From an optimization exercise on the open Yosys and OpenROAD flow, aimed at small area and a short achievable clock period; shortcuts taken in it are not production practice. Where RTL was checked, it was by simulation tests only, not by an equivalence proof against the original. Power figures rest on the tool's default switching activity, not on a simulated workload.

==> flow/design.v (excerpt) <==
module Top (
  input        iClk,
  input        iRst,
  input        iRx,
  output       oTx,
  input        iSw0,
  input        iSw1,
  input        iSw2,
  input        iSw3,
  input        iBtnC,
  input        iBtnU,
  input        iBtnD,
  input        iBtnL,
  input        iBtnR,
  input        iSr04Echo,
  output       oSr04Trig,
  input        iDht11Data,
  output       oDht11DataLow,
  output [3:0] oFndCom,
  output [7:0] oFndFont
);
Size: ~4900 cells after synthesis, about 1200 flip-flops, about 29 I/O pins.
export LEC_CHECK = 0
export ABC_AREA = 1
export CAP_MARGIN = 20
export CORE_MARGIN = 2
export CORE_UTILIZATION = 40
export SLEW_MARGIN = 20
create_clock -name core_clock -period 70.0 [get_ports {iClk}]
run.sh (not shown) runs the stock make flow with config.mk's settings and CLKGATE_MAP_FILE= SYNTH_SCRIPT=/design/flow/synth_recipe.tcl, a recipe that flattens the netlist after the stock synthesis.
Rerun with:
--- a/flow/config.mk
+++ b/flow/config.mk
@@ -11,0 +12,3 @@
+export CTS_BUF_LIST = sky130_fd_sc_hd__clkbuf_16
+export CTS_CLUSTER_DIAMETER = 100
+export CTS_CLUSTER_SIZE = 30
Setup slack is better by 45 ps.
Power goes down by 13%.
Combinational power is about the same.
Area after synthesis does not change.
Utilization goes down by 1.9 points.
Register-to-register slack is better by 50 ps.
No functional check of the RTL was part of any run of this note.

* * *

Top, a different RTL version from the one above (not shown whole).
For scale: about 3500 cells after synthesis, ~29 I/O pins.
export LEC_CHECK = 0
export ABC_AREA = 1
export CAP_MARGIN = 20
export CORE_MARGIN = 2
export CORE_UTILIZATION = 40
export CTS_BUF_LIST = sky130_fd_sc_hd__clkbuf_16
export CTS_CLUSTER_DIAMETER = 100
export CTS_CLUSTER_SIZE = 25
export SLEW_MARGIN = 20
create_clock -name core_clock -period 70.0 [get_ports {iClk}]
standard.sh (not shown) runs the stock make flow with config.mk's settings and CLKGATE_MAP_FILE= SYNTH_SCRIPT=/design/flow/synth_recipe.tcl, a recipe that flattens the netlist after the stock synthesis.
==> flow/flow/run.sh <==
#!/bin/bash
# Layout flow:
#  1. the standard synthesis (standard.sh synth), unchanged.
#  2. Area re-mapping of the combinational logic: the synthesized netlist's
#     flip-flops are kept as they are (same instances, names and cell types),
#     and so are the cells on the combinational paths from the switch inputs
#     (iSw0..3) to the display outputs (oFndFont, oFndCom), which set the
#     achieved period. All other cells are flattened to their logic functions
#     and mapped again with ABC (flow/abc_resynth.script: AIG optimisation
#     with a 150 s deepsyn run, then area-oriented mapping), avoiding the
#     platform's don't-use cells; then tie cells and pass-through buffers as
#     in ORFS synthesis.
set -euo pipefail
WD=$(pwd)
RES=$WD/orfs/results/$FLOW_PLATFORM/Top/base
LIB=$FLOW_HOME/platforms/$FLOW_PLATFORM/lib/sky130_fd_sc_hd__tt_025C_1v80.lib

bash standard.sh synth > standard_synth.log 2>&1

cp $RES/1_2_yosys.v $WD/standard_synth_netlist.v
DONT_USE=$(sed -n '/^export DONT_USE_CELLS += \\/,/^#/p' $FLOW_HOME/platforms/$FLOW_PLATFORM/config.mk \
  | grep -o 'sky130_fd_sc_hd__[a-z0-9_]*' | sed 's/^/-dont_use /' | tr '\n' ' ')
{
cat <<EOT
read_liberty -ignore_miss_func $LIB
blackbox sky130_fd_sc_hd__df* sky130_fd_sc_hd__edf* sky130_fd_sc_hd__sdf* sky130_fd_sc_hd__sedf* sky130_fd_sc_hd__dl* sky130_fd_sc_hd__sdl*
read_verilog $WD/standard_synth_netlist.v
hierarchy -top $FLOW_TOP
cd $FLOW_TOP
select -set ff t:sky130_fd_sc_hd__df* t:sky130_fd_sc_hd__edf*
select -set bwd w:oFndFont w:oFndCom
select -set fwd w:iSw0 w:iSw1 w:iSw2 w:iSw3
EOT
# combinational cones, not crossing flip-flops
for i in $(seq 1 100); do echo "select -set bwd @bwd %ci1 @ff %d"; done
for i in $(seq 1 100); do echo "select -set fwd @fwd %co1 @ff %d"; done
cat <<EOT
select -set cone @fwd @bwd %i t:sky130_fd_sc_hd__* %i
select -count @cone
setattr -set keep_hierarchy 1 @cone
cd
flatten
opt_clean
cd $FLOW_TOP
abc -liberty $LIB -script $WD/flow/abc_resynth.script $DONT_USE
cd
opt_clean -purge
setundef -zero
hilomap -singleton -hicell sky130_fd_sc_hd__conb_1 HI -locell sky130_fd_sc_hd__conb_1 LO
splitnets
opt_clean -purge
insbuf -buf sky130_fd_sc_hd__buf_4 A X
stat -liberty $LIB
blackbox sky130_fd_sc_hd__*
write_verilog -noattr -noexpr -nohex -nodec $WD/resynth_netlist.v
EOT
} > $WD/resynth.ys
yosys -l $WD/resynth.log -q $WD/resynth.ys > /dev/null 2>&1
cp $WD/resynth_netlist.v $RES/1_2_yosys.v
touch $RES/1_2_yosys.v

bash standard.sh SETUP_SLACK_MARGIN=41 finish > standard.log 2>&1
==> flow/flow/abc_resynth.script <==
strash
&get -n
&fraig -x
&put
scorr
dc2
strash
&get -n
&deepsyn -T 150
&put
strash
&get -n
&dch -f
&nf -R 1000
&put
strash
&get -n
&dch -f
&nf -R 1000
&put
The starting point finished with timing, DRC and antenna clean.
Next try:
--- a/flow/flow/run.sh
+++ b/flow/flow/run.sh
@@ -4,7 +4,5 @@
-#  2. Area re-mapping of the combinational logic: the synthesized netlist's
-#     flip-flops are kept as they are (same instances, names and cell types),
-#     and so are the cells on the combinational paths from the switch inputs
-#     (iSw0..3) to the display outputs (oFndFont, oFndCom), which set the
-#     achieved period. All other cells are flattened to their logic functions
-#     and mapped again with ABC (flow/abc_resynth.script: AIG optimisation
-#     with a 150 s deepsyn run, then area-oriented mapping), avoiding the
+#  2. Area re-mapping of the combinational logic only: the synthesized
+#     netlist's flip-flops are kept as they are (same instances, names and
+#     cell types); all other cells are flattened to their logic functions and
+#     mapped again with ABC (flow/abc_resynth.script: AIG optimisation,
+#     then area-oriented mapping), avoiding the
@@ -23,2 +21 @@
-{
-cat <<EOT
+cat > $WD/resynth.ys <<EOT
@@ -29,13 +25,0 @@
-cd $FLOW_TOP
-select -set ff t:sky130_fd_sc_hd__df* t:sky130_fd_sc_hd__edf*
-select -set bwd w:oFndFont w:oFndCom
-select -set fwd w:iSw0 w:iSw1 w:iSw2 w:iSw3
-EOT
-# combinational cones, not crossing flip-flops
-for i in $(seq 1 100); do echo "select -set bwd @bwd %ci1 @ff %d"; done
-for i in $(seq 1 100); do echo "select -set fwd @fwd %co1 @ff %d"; done
-cat <<EOT
-select -set cone @fwd @bwd %i t:sky130_fd_sc_hd__* %i
-select -count @cone
-setattr -set keep_hierarchy 1 @cone
-cd
@@ -44 +27,0 @@
-cd $FLOW_TOP
@@ -46 +28,0 @@
-cd
@@ -54 +35,0 @@
-blackbox sky130_fd_sc_hd__*
@@ -57 +37,0 @@
-} > $WD/resynth.ys
==> flow/flow/abc_resynth.script (replaced) <==
strash
&get -n
&fraig -x
&put
scorr
dc2
strash
&get -n
&dch -f
&nf -R 1000
&put
strash
&get -n
&dch -f
&nf -R 1000
&put
Sequential share of layout area fell by 0.14 points. Cell area stays flat. Flip-flop and latch count is unchanged. Register-to-register slack is worse by 1900 ps. Maximum frequency hardly moves. Clock power barely changes. Die area is higher slightly. Sequential power is higher by a few percent.
Next try:
--- a/flow/flow/run.sh
+++ b/flow/flow/run.sh
@@ -7,2 +7,2 @@
-#     mapped again with ABC (flow/abc_resynth.script: AIG optimisation,
-#     then area-oriented mapping), avoiding the
+#     mapped again with ABC (flow/abc_resynth.script: AIG optimisation with
+#     a 240 s deepsyn run, then area-oriented mapping), avoiding the
--- a/flow/flow/abc_resynth.script
+++ b/flow/flow/abc_resynth.script
@@ -6,0 +7,4 @@
+strash
+&get -n
+&deepsyn -T 240
+&put
Outcome:
- total power rose by 3.6%
- setup slack degrades by 830 ps
- clock skew fell by 10 ps
- wire length rose by about 12%
Next try:
--- a/flow/flow/run.sh
+++ b/flow/flow/run.sh
@@ -4,5 +4,7 @@
-#  2. Area re-mapping of the combinational logic only: the synthesized
-#     netlist's flip-flops are kept as they are (same instances, names and
-#     cell types); all other cells are flattened to their logic functions and
-#     mapped again with ABC (flow/abc_resynth.script: AIG optimisation with
-#     a 240 s deepsyn run, then area-oriented mapping), avoiding the
+#  2. Area re-mapping of the combinational logic: the synthesized netlist's
+#     flip-flops are kept as they are (same instances, names and cell types),
+#     and so are the cells on the combinational paths from the switch inputs
+#     (iSw0..3) to the display outputs (oFndFont, oFndCom), which set the
+#     achieved period. All other cells are flattened to their logic functions
+#     and mapped again with ABC (flow/abc_resynth.script: AIG optimisation
+#     with a 300 s deepsyn run, then area-oriented mapping), avoiding the
@@ -21 +23,2 @@
-cat > $WD/resynth.ys <<EOT
+{
+cat <<EOT
@@ -25,0 +29,13 @@
+cd $FLOW_TOP
+select -set ff t:sky130_fd_sc_hd__df* t:sky130_fd_sc_hd__edf*
+select -set bwd w:oFndFont w:oFndCom
+select -set fwd w:iSw0 w:iSw1 w:iSw2 w:iSw3
+EOT
+# combinational cones, not crossing flip-flops
+for i in $(seq 1 100); do echo "select -set bwd @bwd %ci1 @ff %d"; done
+for i in $(seq 1 100); do echo "select -set fwd @fwd %co1 @ff %d"; done
+cat <<EOT
+select -set cone @fwd @bwd %i t:sky130_fd_sc_hd__* %i
+select -count @cone
+setattr -set keep_hierarchy 1 @cone
+cd
@@ -27,0 +44 @@
+cd $FLOW_TOP
@@ -28,0 +46 @@
+cd
@@ -35,0 +54 @@
+blackbox sky130_fd_sc_hd__*
@@ -37,0 +57 @@
+} > $WD/resynth.ys
--- a/flow/flow/abc_resynth.script
+++ b/flow/flow/abc_resynth.script
@@ -9 +9 @@
-&deepsyn -T 240
+&deepsyn -T 300
After rerunning:
- The new run ran to the end with no violations
- wire length rises by 1.9%
- final area rises by 0.73%
- core utilization falls by 0.26 points
- first-iteration DRC count falls by 4.1%
- register-to-register slack improves by 1600 ps
- power rises by 1.4%
- cell count rises by 1.8%
- via count rises by 1.3%
- hold slack degrades by 38 ps
- die area rises by 1.1%
- sequential cell count is unchanged
Next try:
--- a/flow/flow/run.sh
+++ b/flow/flow/run.sh
@@ -10 +10 @@
-#     with a 300 s deepsyn run, then area-oriented mapping), avoiding the
+#     with a 60 s deepsyn run, then area-oriented mapping), avoiding the
--- a/flow/flow/abc_resynth.script
+++ b/flow/flow/abc_resynth.script
@@ -9 +9 @@
-&deepsyn -T 300
+&deepsyn -T 60
After rerunning: Worst setup slack degrades by 21 ps; power is lower by 1.6%; hold slack is better by 30 ps; core utilization stays flat.
Next try:
--- a/flow/flow/run.sh
+++ b/flow/flow/run.sh
@@ -4,7 +4,5 @@
-#  2. Area re-mapping of the combinational logic: the synthesized netlist's
-#     flip-flops are kept as they are (same instances, names and cell types),
-#     and so are the cells on the combinational paths from the switch inputs
-#     (iSw0..3) to the display outputs (oFndFont, oFndCom), which set the
-#     achieved period. All other cells are flattened to their logic functions
-#     and mapped again with ABC (flow/abc_resynth.script: AIG optimisation
-#     with a 60 s deepsyn run, then area-oriented mapping), avoiding the
+#  2. Area re-mapping of the combinational logic only: the synthesized
+#     netlist's flip-flops are kept as they are (same instances, names and
+#     cell types); all other cells are flattened to their logic functions and
+#     mapped again with ABC (flow/abc_resynth.script: AIG optimisation with
+#     a 60 s deepsyn run, then area-oriented mapping), avoiding the
@@ -23,2 +21 @@
-{
-cat <<EOT
+cat > $WD/resynth.ys <<EOT
@@ -29,13 +25,0 @@
-cd $FLOW_TOP
-select -set ff t:sky130_fd_sc_hd__df* t:sky130_fd_sc_hd__edf*
-select -set bwd w:oFndFont w:oFndCom
-select -set fwd w:iSw0 w:iSw1 w:iSw2 w:iSw3
-EOT
-# combinational cones, not crossing flip-flops
-for i in $(seq 1 100); do echo "select -set bwd @bwd %ci1 @ff %d"; done
-for i in $(seq 1 100); do echo "select -set fwd @fwd %co1 @ff %d"; done
-cat <<EOT
-select -set cone @fwd @bwd %i t:sky130_fd_sc_hd__* %i
-select -count @cone
-setattr -set keep_hierarchy 1 @cone
-cd
@@ -44 +27,0 @@
-cd $FLOW_TOP
@@ -46 +28,0 @@
-cd
@@ -54 +35,0 @@
-blackbox sky130_fd_sc_hd__*
@@ -57 +37,0 @@
-} > $WD/resynth.ys
What happened:
- The changed run completed with no timing, DRC or antenna violations
- final area is about the same
- critical path depth rose by 3
- synthesized area shrinks by 0.69%
- core utilization rose by 0.40 points
- wire length came out higher by 0.79%
- cell count fell by 1.0%
- non-clock buffer count grows by 6
- power fell by 0.81%
- via count rose by 0.40%

port drivers added, routing unchanged:
How much do the figures lean on ideal ports? The routed layouts below were timed once more, with nothing changed but the port constraints. Step 1: set_driving_cell puts a clkbuf_16 on iClk and a buf_2 on each other input, an assumption about the parent block. Step 2, shift: input delay + t, output delay - t, t = (earliest + latest rising clock arrival at the registers) / 2. This alone moves slack from input paths to output paths. a / b / c = ideal / step 1 / step 2; a / b = the first two.
run | t, ns | setup WS [ns] | hold WS [ns] | clock arrival spread, ns
the first run of note 1 | 0.815 | 39.070 / 39.048 / 39.048 | 0.306 / 0.306 / 0.306 | 0.091 / 0.091
the second run of note 1 | 0.760 | 39.114 / 39.093 / 39.093 | 0.321 / 0.321 / 0.321 | 0.099 / 0.098
the first run of note 2 | 0.750 | 40.773 / 40.742 / 40.742 | 0.354 / 0.354 / 0.354 | 0.078 / 0.079
the second run of note 2 | 0.764 | 40.702 / 40.662 / 40.662 | 0.343 / 0.343 / 0.343 | 0.050 / 0.049
the third run of note 2 | 0.744 | 39.870 / 39.820 / 39.820 | 0.362 / 0.362 / 0.362 | 0.029 / 0.029
the fourth run of note 2 | 0.768 | 40.794 / 40.755 / 40.755 | 0.324 / 0.324 / 0.324 | 0.081 / 0.081
the fifth run of note 2 | 0.750 | 40.773 / 40.742 / 40.742 | 0.354 / 0.354 / 0.354 | 0.078 / 0.079
the sixth run of note 2 | 0.770 | 40.044 / 40.003 / 40.003 | 0.356 / 0.356 / 0.356 | 0.077 / 0.078
After both steps setup and hold are still met in every run listed. The setup slack of the third run of note 2, which loses most, moves by -0.050 ns with the drivers and by -0.050 ns with both steps.
